What follows belongs to an exercise in optimizing a design on an open flow for small area; a production flow would make more cautious choices.
RTL that was checked went through simulation tests only; none was proved equivalent to the original.
Power figures rest on the tool's default switching activity, not on a simulated workload.

Setup of v40:
Design butterfly_full, start of the top module:
module butterfly_full(
    input clk,
    input rstn,
    input CE,
    input [31:0] x0_re_i,
    input [31:0] x0_im_i,
    input [31:0] x1_re_i,
    input [31:0] x1_im_i,
    input [9:0] w_re_i,
    input [9:0] w_im_i,
    output reg [31:0] X0_re_o,
    output reg [31:0] X0_im_o,
    output reg [31:0] X1_re_o,
    output reg [31:0] X1_im_o
    );
For scale: about 1700 cells after synthesis, ~240 flip-flops, ~0.018 sq mm of cells after synthesis.
export LEC_CHECK = 0
export CAP_MARGIN = 20
export CORE_MARGIN = 2
export CORE_UTILIZATION = 60
export CTS_BUF_LIST = sky130_fd_sc_hd__clkbuf_8
export CTS_CLUSTER_DIAMETER = 60
export CTS_CLUSTER_SIZE = 16
export GPL_ROUTABILITY_DRIVEN = 0
export GPL_TIMING_DRIVEN = 0
export PLACE_DENSITY = 0.75
export SLEW_MARGIN = 20
create_clock -name core_clock -period 16.0 [get_ports {clk}]
standard.sh (not shown) runs the stock make flow with config.mk's settings and CLKGATE_MAP_FILE= SYNTH_SCRIPT=/design/flow/synth_recipe.tcl, a recipe that flattens the netlist after the stock synthesis.
==> flow/flow/run.sh <==
#!/bin/bash
# The standard layout, with the smallest buffer cell for the port buffers.
set -euo pipefail
bash standard.sh BUFFER_PORTS_ARGS="-buffer_cell sky130_fd_sc_hd__buf_1" finish > standard_flow.log 2>&1
Edits applied to the flow inputs when going from v40 to v7:
- ABC_AREA newly set to 1
- GPL_ROUTABILITY_DRIVEN removed (was 0)
- GPL_TIMING_DRIVEN removed (was 0)
- CORE_UTILIZATION changed from 60 to 72
- PLACE_DENSITY changed from 0.75 to 0.86
==> summary.txt <==
- [compare] base=v40 new=v7: non-clock buffer count fell by 49; critical path depth picked up an extra 5; source-to-sink clock delay at the later pin of the worst-skew pair went up; buffer and inverter count on the worst path rose by 1.
- Diff v40 -> v7: design area has decreased; area added between synthesis and finish -1.6 points; number of core rows went down by 7.
- In v7, area occupied by multi-input gates is lower than in v40.
What v4 does differently from v7 at the input level:
- removing ABC_AREA (formerly 1)
Results
Against v7, average wire length per cell after detail routing in v4 fell by a few percent.
v4: final instance area higher than v7
v4 finished every stage and its layout cleared the timing, DRC and antenna checks.
v7 was carried through to the last stage, and its layout satisfied the timing, DRC and antenna checks.
From v7 to v4 the numbers moved as follows: total power of the final layout moved down, all-layer global routing usage moved down.
Setup changes, v4 to v39
- PLACE_DENSITY changed from 0.86 to 0.75
- CORE_UTILIZATION changed from 72 to 60
- ABC_AREA newly set to 1
## What came out
- v39 against v4; number of instances in the placed design is up by a little under 10%.
- The non-clock buffer count of v39 exceeds that of v4 by 20.
- Routed length per placed instance is higher on v4
- Note that the die extent in x recorded for v39 amounts to 1.08 times the value seen in v4.
- In v39 the post-route standard cell area excluding fillers turned out 320 sq um lower than in v4.
- Compared with v4, in v39 tap cell count higher; share of synthesized area occupied by flip-flops and latches +0.83 points; area added between synthesis and finish has increased; fraction of area in registers moved up.
- v39 vs v4: combinational cell power down in v39
- v39: count of inverters not on the clock network in the layout is 22 higher than what v4 reported.
The inputs of v33 differ from those of v39 as listed below.
- CTS_CLUSTER_DIAMETER: 60 -> 40
- ABC_AREA: 1 -> unset
- CTS_BUF_LIST: sky130_fd_sc_hd__clkbuf_8 -> sky130_fd_sc_hd__clkbuf_4
- CTS_CLUSTER_SIZE: 16 -> 10
### Flow results
Taking v39 as the reference point, the number of gates on the worst path with buffers counted of v33 falls by 3.
Fraction of area in multi-input gates ended up 1.2 points higher on v33 than on v39.
Changes observed in v33 relative to v39: sequential share of layout area shows a reduction of 0.81 points, weighted congestion reported at the end of routability-driven placement +0.017, combinational-cell power consumption saw little to no change, area growth from synthesis to final layout rose by 0.23 points, global-route usage saw a decrease.
The lower wire length of v39 and v33 is in v39.
[diff] overall via count from detail_route, v33 relative to v39: improvement
[v33] minimum clock period rose 0.14 ns relative to v39
> inputs changed (v33 -> v3)
- changing CTS_CLUSTER_SIZE from 10 to 16
- changing CORE_UTILIZATION from 60 to 80
- changing CTS_CLUSTER_DIAMETER from 40 to 60
- changing CTS_BUF_LIST from sky130_fd_sc_hd__clkbuf_4 to sky130_fd_sc_hd__clkbuf_8
- changing PLACE_DENSITY from 0.75 to 0.92
- setting ABC_AREA to 1 for the first time
==> summary.txt <==
v3: GRT-0116 in global routing (5_1_grt) -> run aborted
Number of buffers created by CTS down 13 in v3 wrt v33
v3 -> v33: total I/O pin count delta 0, exact match
Relative to v33, worst setup timing slack at the placement stage increased by 0.22 ns in v3.
v3: starting density of the core is 21 points higher than what v33 reported.
When the final numbers for v33 and v3 were put side by side, the count of placed standard cells including taps turned out to be smaller in v3.
Comparing v33 against v3, there is no change at all in number of setup buffers added after CTS.
Relative to v33, global placement routability congestion has gone up in v3.
The netlist area before placement of v3 was superior to that of v33.
v3 reports a lower portion of netlist area occupied by mux cells than v33 does.
Going from v33 to v3, number of rows created at floorplan shrinks by 16%.

* * *

Starting RTL as in the previous note.
==> flow/config.mk <==
export PLATFORM = sky130hd
export DESIGN_NAME = butterfly_full
export DESIGN_NICKNAME = butterfly_full
export VERILOG_FILES = /design/flow/design.v
export SDC_FILE = /design/flow/constraint.sdc
export NUM_CORES = 4
export LEC_CHECK = 0
export CAP_MARGIN = 0
export CORE_MARGIN = 2
export CORE_UTILIZATION = 60
export CTS_BUF_LIST = sky130_fd_sc_hd__clkbuf_8
export CTS_CLUSTER_DIAMETER = 60
export CTS_CLUSTER_SIZE = 16
export PLACE_DENSITY = 0.75
export SLEW_MARGIN = 0
==> flow/constraint.sdc <==
create_clock -name core_clock -period 16.0 [get_ports {clk}]
set_input_delay 3.2000 -clock core_clock [delete_from_list [all_inputs] [get_ports {clk}]]
set_output_delay 3.2000 -clock core_clock [all_outputs]
set_load 0.01 [all_outputs]
Scripts as last shown in full above: flow/flow/run.sh
Change:
CAP_MARGIN = 20   (was 0)
SLEW_MARGIN = 20   (was 0)
=>
- The new run completed without violations
- synthesized cell count stays the same
- power is about the same
- area after synthesis stays the same
- global-route usage is unchanged
- worst hold slack got worse by 3.4 ps
- via count went down by about 0.34%
- critical path depth decreases by 1
- first-iteration DRC count fell by about 3.6%

* * *

butterfly_full, a different RTL version from the one above (not shown whole).
Size: ~240 flip-flops, about 280 I/O pins.
==> flow/config.mk <==
export PLATFORM = sky130hd
export DESIGN_NAME = butterfly_full
export DESIGN_NICKNAME = butterfly_full
export VERILOG_FILES = /design/flow/design.v
export SDC_FILE = /design/flow/constraint.sdc
export NUM_CORES = 4
export LEC_CHECK = 0
export ABC_AREA = 1
export CAP_MARGIN = 20
export CORE_MARGIN = 2
export CORE_UTILIZATION = 40
export PLACE_DENSITY = 0.6
export SLEW_MARGIN = 20
==> flow/constraint.sdc <==
create_clock -name core_clock -period 16.0 [get_ports {clk}]
set_input_delay 3.2000 -clock core_clock [delete_from_list [all_inputs] [get_ports {clk}]]
set_output_delay 3.2000 -clock core_clock [all_outputs]
set_load 0.01 [all_outputs]
run.sh (not shown) runs the stock make flow with config.mk's settings and CLKGATE_MAP_FILE= SYNTH_SCRIPT=/design/flow/synth_recipe.tcl, a recipe that flattens the netlist after the stock synthesis.
Stock flow here: none of the scripts above is used.
==> next run, changes <==
--- a/flow/config.mk
+++ b/flow/config.mk
@@ -8 +7,0 @@
-export ABC_AREA = 1
Outcome: Worst hold slack gets worse by 0.014 ns. Register-to-register slack gets better by 0.20 ns. Non-clock buffer count decreases by 22. Fmax decreases slightly. Final area decreases slightly.
==> next run, changes <==
==> flow/flow/run.sh (new file) <==
#!/bin/bash
# The standard layout, with the smallest buffer cell for the port buffers.
set -euo pipefail
bash standard.sh BUFFER_PORTS_ARGS="-buffer_cell sky130_fd_sc_hd__buf_1" finish > standard_flow.log 2>&1
==> flow/standard.sh (new file) <==
#!/bin/bash
# synth_recipe.tcl (not shown) runs the flow's synth.tcl, then flattens the netlist and writes it again
# the make line also repeats each setting of config.mk as NAME=value (left out here)
make -C /OpenROAD-flow-scripts/flow DESIGN_CONFIG=/design/flow/config.mk WORK_HOME=/design/flow/orfs CLKGATE_MAP_FILE= SYNTH_SCRIPT=/design/flow/synth_recipe.tcl "${@:-finish}"
removed: flow/run.sh
Effect: First-iteration DRC count grows by 8.8%; synthesized cell count does not change; maximum frequency grows by about 0.3%; power shrinks by about 2%; routed wire length shrinks by 4.1%; area after synthesis does not change; global-route usage shrinks by 0.85 points; cell count stays flat; clock power grows by about 3.6%; sequential power stays flat.
==> next run, changes <==
--- a/flow/config.mk
+++ b/flow/config.mk
@@ -10,2 +10,3 @@
-export CORE_UTILIZATION = 40
-export PLACE_DENSITY = 0.6
+export CORE_UTILIZATION = 60
+export CTS_BUF_LIST = sky130_fd_sc_hd__clkbuf_8
+export PLACE_DENSITY = 0.75
Effect: The new run passed the timing, DRC and antenna checks; via count is higher by 3.5%; global-route usage goes up by 8.6 points; critical path depth rises by 6; design area decreases by 1.7%; setup slack is worse by 0.077 ns.

* * *

## run H
butterfly_full, a different RTL version from the one above (not shown whole).
Size: ~1600 cells after synthesis, roughly 280 I/O pins, about 0.018 mm2 of cells after synthesis.
export LEC_CHECK = 0
export CAP_MARGIN = 20
export CORE_MARGIN = 2
export CORE_UTILIZATION = 60
export CTS_BUF_LIST = sky130_fd_sc_hd__clkbuf_16
export CTS_CLUSTER_DIAMETER = 80
export CTS_CLUSTER_SIZE = 25
export PLACE_DENSITY = 0.75
export SLEW_MARGIN = 20
create_clock -name core_clock -period 16.0 [get_ports {clk}]
standard.sh (not shown) runs the stock make flow with config.mk's settings and CLKGATE_MAP_FILE= SYNTH_SCRIPT=/design/flow/synth_recipe.tcl, a recipe that flattens the netlist after the stock synthesis.
==> flow/flow/run.sh <==
#!/bin/bash
# The standard layout, with the smallest buffer cell for the port buffers.
set -euo pipefail
bash standard.sh BUFFER_PORTS_ARGS="-buffer_cell sky130_fd_sc_hd__buf_1" finish > standard_flow.log 2>&1
Run H finished every stage and its layout cleared the timing, DRC and antenna checks.
Setup changes, run H to run E
Settings: changing CTS_CLUSTER_SIZE from 25 to 16; changing CTS_BUF_LIST from sky130_fd_sc_hd__clkbuf_16 to sky130_fd_sc_hd__clkbuf_8; changing CTS_CLUSTER_DIAMETER from 80 to 60.
Notes after the runs:
The run showing the greater maximum fanout encountered on the critical timing path is run E.
Going from run H to run E, number of violations reported at the end of detailed-routing iteration 0 shrank by 118, number of global-route vias before repair held steady, number of sequential storage elements held steady, total length of routed wires shrank by 1.3%.
Setup slack: run H and run E compared, lower one is run H
From run H to run E the numbers moved as follows: share of the cycle needed by the critical path after routing neither gained nor lost much; logic depth of the worst setup path including buffers level.
No functional check of the RTL was part of any run of this note.

## afterwards: timing with drivers on the ports
Ports are ideal in the flow. The routed layouts listed here were re-timed in OpenROAD.
Step 1: set_driving_cell puts a clkbuf_16 on clk and a buf_2 on each other input, an assumption about the parent block.
Step 2 moves the port delays by t, midway between the first and last clock arrival at a register: inputs arrive t later, outputs are due t later. That takes back most of the time a late clock gives input paths.
a / b / c = ideal ports / drivers / drivers and shift; a / b = the first two.
| run | t, ns | slack for setup (ns) | slew at the worst register clock pin (ns) |
|---|---|---|---|
| v40 | 0.559 | 0.448 / 0.473 / -0.086 | 0.11 / 0.11 |
| v7 | 0.577 | 0.750 / 0.757 / 0.181 | 0.12 / 0.12 |
| v4 | 0.566 | 0.477 / 0.494 / -0.072 | 0.11 / 0.11 |
| v39 | 0.570 | 0.725 / 0.742 / 0.172 | 0.11 / 0.11 |
| v33 | 0.718 | 0.588 / 0.604 / -0.115 | 0.12 / 0.12 |
| the first run of note 2 | 0.555 | 0.455 / 0.470 / -0.085 | 0.11 / 0.11 |
| the second run of note 2 | 0.555 | 0.465 / 0.485 / -0.070 | 0.11 / 0.11 |
| the first run of note 3 | 0.582 | 0.385 / 0.411 / -0.171 | 0.06 / 0.06 |
| the second run of note 3 | 0.575 | 0.279 / 0.293 / -0.281 | 0.07 / 0.07 |
| the third run of note 3 | 0.573 | 0.326 / 0.353 / -0.220 | 0.07 / 0.07 |
| the fourth run of note 3 | 0.549 | 0.250 / 0.272 / -0.277 | 0.07 / 0.07 |
| run H | 0.520 | 0.279 / 0.301 / -0.218 | 0.11 / 0.11 |
| run E | 0.565 | 0.299 / 0.317 / -0.248 | 0.11 / 0.11 |
Met with ideal ports but missed after step 2: setup timing in 11 of these runs. For v33, which loses most, drivers alone change the setup slack by +0.016 ns; drivers and shift together by -0.703 ns.
